This design comes from an exercise in tuning for small area on the open sky130 flow, not from production work.
In this exercise RTL edits were held to simulation tests only and were not proved equivalent to the original.
Power and IR drop assume default switching activity.

// breakout_top
module breakout_top(
    input  wire sys_clk,
    input  wire sys_rst_n,
    input  wire left,
    input  wire right,
    input  wire up,
    input  wire clear_key,
    output wire hsync,
    output wire vsync,
    output wire [15:0] rgb
);
    wire [9:0] hx, vy;
    wire first_col, last_col;
    wire left_db, right_db, up_db;
    wire [1:0] game_state;
    wire game_reset, win_sig, lose_sig, any_hit, idle_done;
    wire [9:0] ball_x, ball_y;
    wire is_ball, is_racket;
    wire [3:0] col;
    VGA_Ctrl vga_ctrl_inst(
        .vga_clk(sys_clk), .sys_rst_n(sys_rst_n), .hx(hx), .vy(vy),
        .hsync(hsync), .vsync(vsync), .first_col(first_col), .last_col(last_col)
    );
    breakout_debounce #(.DEBOUNCE_TIME(200)) db_left (
        .clk(sys_clk), .reset(sys_rst_n), .in(left), .out(left_db));
    breakout_debounce #(.DEBOUNCE_TIME(200)) db_right (
        .clk(sys_clk), .reset(sys_rst_n), .in(right), .out(right_db));
    breakout_debounce #(.DEBOUNCE_TIME(200)) db_up (
        .clk(sys_clk), .reset(sys_rst_n), .in(up), .out(up_db));
    breakout_fsm Game_Ctrl_inst(
        .sys_clk(sys_clk), .sys_rst_n(sys_rst_n), .start_key(~up_db),
        .win_sig(win_sig), .lose_sig(lose_sig), .idle_done(idle_done),
        .game_state(game_state), .game_reset(game_reset)
    );
    MoveBall_logic MoveBall_inst(
        .vga_clk(sys_clk), .sys_rst_n(sys_rst_n), .hx(hx), .vy(vy),
        .first_col(first_col), .last_col(last_col), .left(left_db), .right(right_db), .any_hit(any_hit),
        .game_state(game_state), .game_reset(game_reset),
        .ball_x(ball_x), .ball_y(ball_y), .is_ball(is_ball), .is_racket(is_racket),
        .lose_sig(lose_sig)
    );
    VGA_Pic vga_pic_inst(
  ...
Size: about 1400 cells after synthesis, about 11000 µm² of cells after synthesis.
Settings: LEC_CHECK=0, CAP_MARGIN=5, CORE_MARGIN=2, CORE_UTILIZATION=60, SLEW_MARGIN=5; clock period 25.0 ns.
standard.sh (not shown) runs the stock make flow with config.mk's settings and CLKGATE_MAP_FILE= SYNTH_SCRIPT=/design/flow/synth_recipe.tcl, a recipe that flattens the netlist after the stock synthesis.
==> flow/flow/run.sh <==
#!/bin/bash
# Standard synthesis, then an area-oriented re-mapping of its combinational
# logic (flip-flops untouched; four random seeds of ABC's &deepsyn, the
# smallest result kept), then the standard layout from floorplan on, with
# clock tree synthesis told not to add dummy loads and the ports buffered
# with the smallest buffer.
set -euo pipefail
W=$(pwd)
F=$W/flow
R=$W/orfs/results/$FLOW_PLATFORM/breakout_top/base
YOSYS=$(command -v yosys || echo "$FLOW_HOME/../tools/install/yosys/bin/yosys")
LIB=$FLOW_HOME/platforms/$FLOW_PLATFORM/lib/sky130_fd_sc_hd__tt_025C_1v80.lib

bash standard.sh synth > $W/log_synth.txt 2>&1

cp $R/1_2_yosys.v $W/std_1_2_yosys.v
for s in 1 2 3 4; do
  sed "s/@SEED@/$s/" $F/area.abc > $W/area_$s.abc
  RS_LIB=$LIB RS_DONTUSE=$F/dont_use.txt RS_SCRIPT=$W/area_$s.abc RS_TOP=$FLOW_TOP \
  RS_IN=$W/std_1_2_yosys.v RS_OUT=$W/resynth_$s.v \
    "$YOSYS" -c $F/resynth.tcl > $W/log_resynth_$s.txt 2>&1 &
done
wait || true

best=""
best_area=""
for s in 1 2 3 4; do
  [[ -s $W/resynth_$s.v && -s $W/resynth_$s.v.stat ]] || continue
  a=$(grep "Chip area" $W/resynth_$s.v.stat | awk '{print $NF}')
  [[ -n "$a" ]] || continue
  if [[ -z "$best" ]] || awk -v a="$a" -v b="$best_area" 'BEGIN{exit !(a < b)}'; then
    best=$s; best_area=$a
  fi
done
echo "resynth seeds: best $best area $best_area" > $W/log_pick.txt

# hand the re-mapped netlist to the rest of the standard flow
if [[ -n "$best" ]]; then
  cp $W/resynth_$best.v $R/1_2_yosys.v
  rm -f $R/1_synth.odb $R/1_synth.sdc
fi
bash standard.sh "CTS_ARGS=$(cat $F/cts_args.txt)" "BUFFER_PORTS_ARGS=-buffer_cell sky130_fd_sc_hd__buf_1" finish > $W/log_layout.txt 2>&1
==> flow/flow/area.abc <==
strash
ifraig
scorr
dc2
&get -n
&deepsyn -T 120 -S @SEED@
&put
strash
&get -n
&st
&dch -f
&nf -R 2000 -E 1000
&put
mfs3 -ae
mfs3 -ae
topo
==> flow/flow/resynth.tcl <==
# Re-map the combinational logic of the standard synthesis netlist for area.
# The flip-flops are kept as they are (same instances, names and cell types).
yosys -import
set lib $::env(RS_LIB)
set du {}
foreach c [split [string trim [read [open $::env(RS_DONTUSE)]]]] {
  if {$c ne ""} { lappend du -dont_use $c }
}
read_liberty -ignore_miss_func -ignore_miss_dir -ignore_miss_data_latch $lib
foreach m {dfrtp dfxtp dfstp dfrbp dfsbp dfbbp dfbbn dfrtn dfxbp edfxtp edfxbp sdfxtp dlxtp dlrtp} {
  catch { blackbox sky130_fd_sc_hd__${m}_* }
}
read_verilog $::env(RS_IN)
hierarchy -top $::env(RS_TOP)
flatten
opt_clean -purge
opt -fast
abc -liberty $lib {*}$du -script $::env(RS_SCRIPT)
opt_clean -purge
hilomap -singleton -hicell sky130_fd_sc_hd__conb_1 HI -locell sky130_fd_sc_hd__conb_1 LO
insbuf -buf sky130_fd_sc_hd__buf_1 A X
splitnets
opt_clean -purge
tee -o $::env(RS_OUT).stat stat -liberty $lib
write_verilog -noattr -nohex -nodec $::env(RS_OUT)
Other scripts of this flow, unchanged in this note and not shown: flow/flow/cts_args.txt, flow/flow/dont_use.txt
Next try:
CORE_UTILIZATION = 70   (was 60)
Outcome: Wire length rises slightly; total power rose slightly; area after synthesis grows slightly; global-route usage increases by 7.8 points.
Next try:
==> flow/flow/run.sh (replaced) <==
#!/bin/bash
# Standard synthesis, then an area-oriented re-mapping of its combinational
# logic (flip-flops untouched): ABC's &deepsyn with several random seeds,
# the smallest result kept.  Then the standard layout from floorplan on,
# with clock tree synthesis told not to add dummy loads and the ports
# buffered with the smallest buffer.
set -euo pipefail
W=$(pwd)
F=$W/flow
R=$W/orfs/results/$FLOW_PLATFORM/breakout_top/base
YOSYS=$(command -v yosys || echo "$FLOW_HOME/../tools/install/yosys/bin/yosys")
LIB=$FLOW_HOME/platforms/$FLOW_PLATFORM/lib/sky130_fd_sc_hd__tt_025C_1v80.lib

bash standard.sh synth > $W/log_synth.txt 2>&1
cp $R/1_2_yosys.v $W/std_1_2_yosys.v

# one re-mapping run: resynth TAG SEED TIME POST (POST: extra ABC commands)
resynth() {
  sed -e "s/@SEED@/$2/" -e "s/@TIME@/$3/" -e "s/@POST@/$4/" $F/area.abc > $W/area_$1.abc
  RS_LIB=$LIB RS_DONTUSE=$F/dont_use.txt RS_SCRIPT=$W/area_$1.abc RS_TOP=$FLOW_TOP \
  RS_IN=$W/std_1_2_yosys.v RS_OUT=$W/resynth_$1.v \
    "$YOSYS" -c $F/resynth.tcl > $W/log_resynth_$1.txt 2>&1 || true
}
# ABC's mfs3 sometimes stops on an internal assertion; runs without it
# are the fallback
for s in 1 2 3 4; do resynth m$s $s 300 "topo; mfs3 -ae" & done
wait || true
for s in 5 6 7; do resynth m$s $s 300 "topo; mfs3 -ae" & done
resynth p1 1 120 "" &
wait || true

best=""
best_area=""
for t in m1 m2 m3 m4 m5 m6 m7 p1; do
  [[ -s $W/resynth_$t.v && -s $W/resynth_$t.v.stat ]] || continue
  a=$(grep "Chip area" $W/resynth_$t.v.stat | awk '{print $NF}')
  [[ -n "$a" ]] || continue
  echo "$t $a" >> $W/log_pick.txt
  if [[ -z "$best" ]] || awk -v a="$a" -v b="$best_area" 'BEGIN{exit !(a < b)}'; then
    best=$t; best_area=$a
  fi
done
echo "best $best area $best_area" >> $W/log_pick.txt

# hand the re-mapped netlist to the rest of the standard flow
if [[ -n "$best" ]]; then
  cp $W/resynth_$best.v $R/1_2_yosys.v
  rm -f $R/1_synth.odb $R/1_synth.sdc
fi
bash standard.sh "CTS_ARGS=$(cat $F/cts_args.txt)" "BUFFER_PORTS_ARGS=-buffer_cell sky130_fd_sc_hd__buf_1" finish > $W/log_layout.txt 2>&1
==> flow/flow/area.abc (replaced) <==
strash
ifraig
scorr
dc2
&get -n
&deepsyn -T @TIME@ -S @SEED@
&put
strash
&get -n
&st
&dch -f
&nf -R 2000 -E 1000
&put
@POST@
topo
CAP_MARGIN = 0   (was 5)
CORE_UTILIZATION = 65   (was 70)
GPL_TIMING_DRIVEN = 0   (was unset)
SLEW_MARGIN = 0   (was 5)
After rerunning: Final cell count came out higher by 2.2%; via count hardly moves; global-route usage fell by 3.6 points; sequential cell count stays the same; wire length hardly moves; hold slack is worse by 0.0045 ns; setup slack is worse by 1.2 ns; final area is about the same; clock skew goes up by 0.019 ns; maximum frequency falls by about 12%; total power is lower by about 2.5%.
Next try:
CAP_MARGIN = 5   (was 0)
GPL_TIMING_DRIVEN = unset   (was 0)
SLEW_MARGIN = 5   (was 0)
The changed run produced a clean layout.
Synthesized area is unchanged.
Maximum frequency rose by about 6%.
Die area is unchanged.
Routed wire length went up by about 1.6%.
Combinational power fell by about 5%.
Worst setup slack improved by 0.56 ns.

-- what the ideal ports hide --
How much do the figures lean on ideal ports? The routed layouts below were timed once more, with nothing changed but the port constraints.
Step 1 sets driving cells, clkbuf_16 on the clock port and buf_2 on the other inputs (assumed; they add their load-dependent delay and slew).
Step 2 moves the port delays by t, midway between the first and last clock arrival at a register: inputs arrive t later, outputs are due t later. That takes back most of the time a late clock gives input paths.
Slacks: ideal ports / drivers / drivers and shift; pairs: ideal ports / drivers.
| run | shift t [ns] | setup slack, ns | worst setup path after step 2 | worst register clock-pin slew, ns |
|---|---|---|---|---|
| the first run | 0.427 | 16.129 / 16.081 / 16.508 | register to output | 0.11 / 0.11 |
| the second run | 0.435 | 16.493 / 16.446 / 16.882 | register to output | 0.10 / 0.10 |
| the third run | 0.418 | 15.340 / 15.293 / 15.711 | register to output | 0.11 / 0.11 |
| the fourth run | 0.427 | 15.897 / 15.848 / 16.275 | register to output | 0.10 / 0.10 |
After both steps every run listed still meets setup and hold.
